This design comes from an exercise in tuning for small area on the open sky130 flow, not from production work. In this exercise RTL edits were held to simulation tests only and were not proved equivalent to the original.

## flow/design.v (module list and top-level ports; edited modules follow where they fit)
// module ProcessingElement: 40 lines
// module Select3: 8 lines
// module FullAdder: 4 lines
// module AccumulatorTree: 1708 lines
// module PE_Array: 41 lines
// module PE_Matrix: 30 lines
module PE_Matrix(
    input clk,
    input rst,                 
    input [47:0] enable,       
    input [11:0] read_weight,  
    input [11:0] read_data,    
    input [11:0] forwarding_enable,  
    input [31:0] data_bus,     
    input [31:0] weight_bus,   
    input [127:0] partial_sum,  
    output [127:0] accumulated_output  
);
  // ...
==> flow/run.sh <==
#!/bin/bash
# synth_recipe.tcl (not shown) runs the flow's synth.tcl, then flattens the netlist and writes it again
# the make line also repeats each setting of config.mk as NAME=value (left out here)
make -C /OpenROAD-flow-scripts/flow DESIGN_CONFIG=/design/flow/config.mk WORK_HOME=/design/flow/orfs CLKGATE_MAP_FILE= SYNTH_SCRIPT=/design/flow/synth_recipe.tcl finish
==> flow/config.mk <==
export PLATFORM = sky130hd
export DESIGN_NAME = PE_Matrix
export DESIGN_NICKNAME = PE_Matrix
export VERILOG_FILES = /design/flow/design.v
export SDC_FILE = /design/flow/constraint.sdc
export NUM_CORES = 4
export LEC_CHECK = 0
export CAP_MARGIN = 20
export CORE_MARGIN = 2
export CORE_UTILIZATION = 40
export PLACE_DENSITY = 0.6
export SLEW_MARGIN = 20
export SYNTH_HIERARCHICAL = 1
==> flow/constraint.sdc <==
create_clock -name core_clock -period 5.0 [get_ports {clk}]
set_input_delay 1.0000 -clock core_clock [delete_from_list [all_inputs] [get_ports {clk}]]
set_output_delay 1.0000 -clock core_clock [all_outputs]
set_load 0.01 [all_outputs]
==> results.json, run 1 <==
{
  "drive_gt1_share_pct": 17.42,
  "use_met2_pct": 43.09,
  "overflow": 0,
  "nNonClkInverters": 808,
  "cpMostUsedCell": "fa_1",
  "syn2layout_area_growth_pct": 12.14,
  "finalSetupViolCount": 0,
  "synth_edf_count": 384,
  "yosysTopAreaCell": "fa_1",
  "holdPathStages": 0,
  "via_count": 102031,
  "yosys-top-cells-area": "fa_1 38%, dfrtp_1 21%, dfstp_2 8.2%",
  "fmax_mhz": 211.8,
  "critical_path_required_ps": 5920,
  "finalInstanceArea_um2": 174600,
  "largestClassByArea": "multi-input gates",
  "cp-end-kind": "register",
  "final_util_pct": 44.96,
  "cts_buffer_depth": 4,
  "min_period_ps": 4721,
  "antenna_found_initial": 48,
  "slowest_delay_ps": 640,
  "track_usage_pct": 28.83,
  "status": "complete, no violations",
  "synth.distinct_cells": 58,
  "slew_headroom_pct": 28.25,
  "arrival_ps": 5640,
  "critical-path-top-delay-family": "adder cells",
  "drtPass1Iterations": 13,
  "largest_reg_flops": 408,
  "min_path_type": "register to register",
  "cts_hold_buf": 0,
  "critPathSlowestCell": "dfrtp_1"
}
==> inputs of run 2 (changes only) <==
--- a/flow/config.mk
+++ b/flow/config.mk
@@ -9,4 +9,7 @@
 export CORE_MARGIN = 2
 export CORE_UTILIZATION = 40
+export CTS_BUF_LIST = sky130_fd_sc_hd__clkbuf_16
+export CTS_CLUSTER_DIAMETER = 100
+export CTS_CLUSTER_SIZE = 24
 export PLACE_DENSITY = 0.6
 export SLEW_MARGIN = 20
==> results.json, run 2 <==
{
  "dieArea_um2": 394100,
  "ant_nets": 0,
  "layout.nets": 15921,
  "finalSetupTns_ps": 0,
  "drc": 0,
  "r2r_slack_ps": 280,
  "ys_seq_elements": 2152,
  "cts.clk_slew.worst_paths_ps": 100,
  "syn2layout_area_growth_pct": 9.299,
  "ctsResizeCount": 0,
  "largest_reg_flops": 408,
  "viasPerCell": 5.680,
  "ys_seq_area_share_pct": 36.22,
  "rows": 229,
  "reg2reg_to": "pe_array_block[1].pe_array.accum_tree.sum_a[53]",
  "synthArstFlopShare_pct": 82.16,
  "cts_buffers": 122,
  "filler_cell_count": 35912,
  "fin_crit_sh_pct": 94.49,
  "seqCellArea_um2": 56380,
  "crit_type": "register to register",
  "holdPathStages": 0,
  "routedWlPerCell_um": 31.40,
  "min_path_type": "register to register",
  "yosysTopAreaCell": "fa_1",
  "layout_commonest_cell": "nand2_1",
  "cts_buffer_depth": 4,
  "cts_tree": "built",
  "critical_path_required_ps": 5860,
  "cts_root_buf": "clkbuf_16",
  "min_period_ps": 4725,
  "dp_hpwl_um": 445700,
  "fin_ws_ps": 275.4,
  "regMostFlops": "pe_array_block.pe_array.accum_tree.sum_a",
  "place.gp.congestion": 1.042,
  "yosys-top-cells-area": "fa_1 38%, dfrtp_1 21%, dfstp_2 8.2%",
  "overflow": 0,
  "maxCapViolations": 0,
  "synth_edf_count": 384,
  "die_h_um": 627.8,
  "status": "complete, no violations",
  "slew_headroom_pct": 26.62,
  "track_usage_pct": 28.63,
  "rsz0062_at_grt": "no",
  "synthCells": 12300,
  "initial_core_util_pct": 40.09,
  "clock_latency_ps": 970,
  "fmax_mhz": 211.7,
  "finalHoldViolations": 0,
  "syn_area_um2": 155700,
  "critPathMaxFanout": 6,
  "postSynthAreaPerCell_um2": 12.65,
  "cp-end-kind": "register",
  "antenna_found_initial": 51,
  "layout_common_cells": "3144 x nand2_1, 2932 x fa_1, 1280 x dfrtp_1",
  "drive_gt1_share_pct": 15.92,
  "worst_pin_slew_ps": 1097,
  "post-place-ws_ps": 381.6,
  "synth_warnings": 8,
  "grt_max_degree": 112,
  "numPortBuffers": 381,
  "via_count": 101047,
  "grt_pass1_wl_um": 794400,
  "multi_input_area_um2": 92970,
  "die_width_um": 627.8,
  "finalWirelength_um": 558600,
  "htree_levels": 3,
  "post_cts_buffers": 0,
  "grt_pass1_vias": 106234,
  "finalSetupViolCount": 0,
  "r2r_cells": 10,
  "start_kind": "register",
  "slew_violations": 0,
  "arrival_ps": 5590,
  "synth.distinct_cells": 58,
  "clock-sinks": 2152,
  "finalClockSkew_ps": 63.69,
  "drtIter0Drc": 14655,
  "drtPass1Iterations": 9,
  "cts_hold_buf": 0,
  "synth_commonest_cells": "3144 x nand2_1, 2932 x fa_1, 1280 x dfrtp_1, 808 x inv_1, 768 x mux2_2",
  "yosysMostFrequentCell": "nand2_1",
  "io_pins": 406,
  "synthFlopType": "dfrtp_1",
  "core-area_um2": 388200,
  "yosysTopAreaCellShare_pct": 37.71
}
[run 2: worst max-delay path, cell delays in order, from the launching register on]
cell     delay, ps
dfrtp_1        660
nand2_1        210
fa_1           580
inv_1           60
ha_1           400
inv_1           80
fa_1           470
fa_1           640
fa_1           470
fa_1           460
fa_1           580
[run 2: final cells by class]
type / count / area share, %
Timing Repair Buffer: 839 / 4.244
Sequential cell: 2152 / 33.14
Clock buffer: 125 / 1.839
Multi-Input combinational cell: 8552 / 54.65
Clock inverter: 97 / 0.4788
Tap cell: 5197 / 3.822
Inverter: 808 / 1.794
Antenna cell: 21 / 0.03089
[run 2: metal layers]
layer / up-vias / global-route usage (%) / wire length (um)
li1: 39645 / - / -
met5: - / 0 / 117
met2: 6071 / 42.86 / 247600
met1: 54232 / 39.44 / 218500
met4: 20 / 12.94 / 30500
met3: 1079 / 7.093 / 61840
[run 2: cell families (layout without fill, tap and decap cells)]
kind of cell    Yosys count  count (layout)  synth area share [%]
compound gates          824             824                 4.331
xor+xnor                176             176                0.9903
fa+ha+maj              3168            3168                 39.61
buf+inv                1624            1869                 4.112
flops                  2152            2152                 36.22
mux                     768             768                 5.556
other cells               4              53              0.009643
simple gates           3584            3584                 9.170
[run 2: per-stage QoR]
stage          instance area, um^2  cells  utilization, %  hold WS, ps
5_1_grt                     170100  17778           43.81        417.7
6_report                    170100  17791           43.82        426.5
3_3_place_gp                166100  17546           42.78        422.2
2_1_floorplan               155800  12328               -        419.4
3_5_place_dp                166100  17546           42.78        425.2
4_1_cts                     170000  17768           43.80        426.4
[run 2: how the worst max path moves through the flow]
stage / from / to / slack [ps]
global route: register / pe_array_block[0].pe_array.accum_tree.sum_a[65] / 240
floorplan: rst / asynchronous set/reset pin / 50
global placement: register / pe_array_block[1].pe_array.accum_tree.sum_a[59] / 420
detailed placement: register / pe_array_block[1].pe_array.accum_tree.sum_a[59] / 380
CTS: register / pe_array_block[3].pe_array.accum_tree.sum_a[71] / 330
finish: register / pe_array_block[1].pe_array.accum_tree.sum_a[53] / 280
[run 2: Yosys stat by module (local to each module, per instance), a selection]
| module | cells inside | area (um^2) | flops+latches | copies in the design |
|---|---|---|---|---|
| FullAdder | 1 | 20.02 | 0 | 2924 |
| ProcessingElement | 55 | 1057 | 32 | 48 |
| PE_Array | 1 | 3.754 | 0 | 4 |
| AccumulatorTree | 1467 | 10150 | 154 | 4 |
| Select3 | 18 | 120.1 | 0 | 48 |

## port drivers added, routing unchanged
In the flow no input, the clock included, has a driving cell. The finished layouts below were timed again as built, in two steps.
Step 1 assumes that a clkbuf_16 drives the clock port and a buf_2 every other input.
Step 2 also shifts input and output timing later by t, the mid clock arrival at the registers, as if the neighbouring blocks saw the same clock.
Slacks: ideal / step 1 / step 2; pairs: ideal / step 1.
run	t (ns)	slack for setup (ns)	hold slack, ns	worst setup path at the end	clock arrival spread, ns
run 1	1.063	0.279 / 0.279 / 0.279	0.407 / 0.369 / 0.407	register to register	0.070 / 0.069
run 2	1.063	0.275 / 0.275 / 0.275	0.426 / 0.347 / 0.426	register to register	0.067 / 0.068
After both steps setup and hold are still met in every run listed.
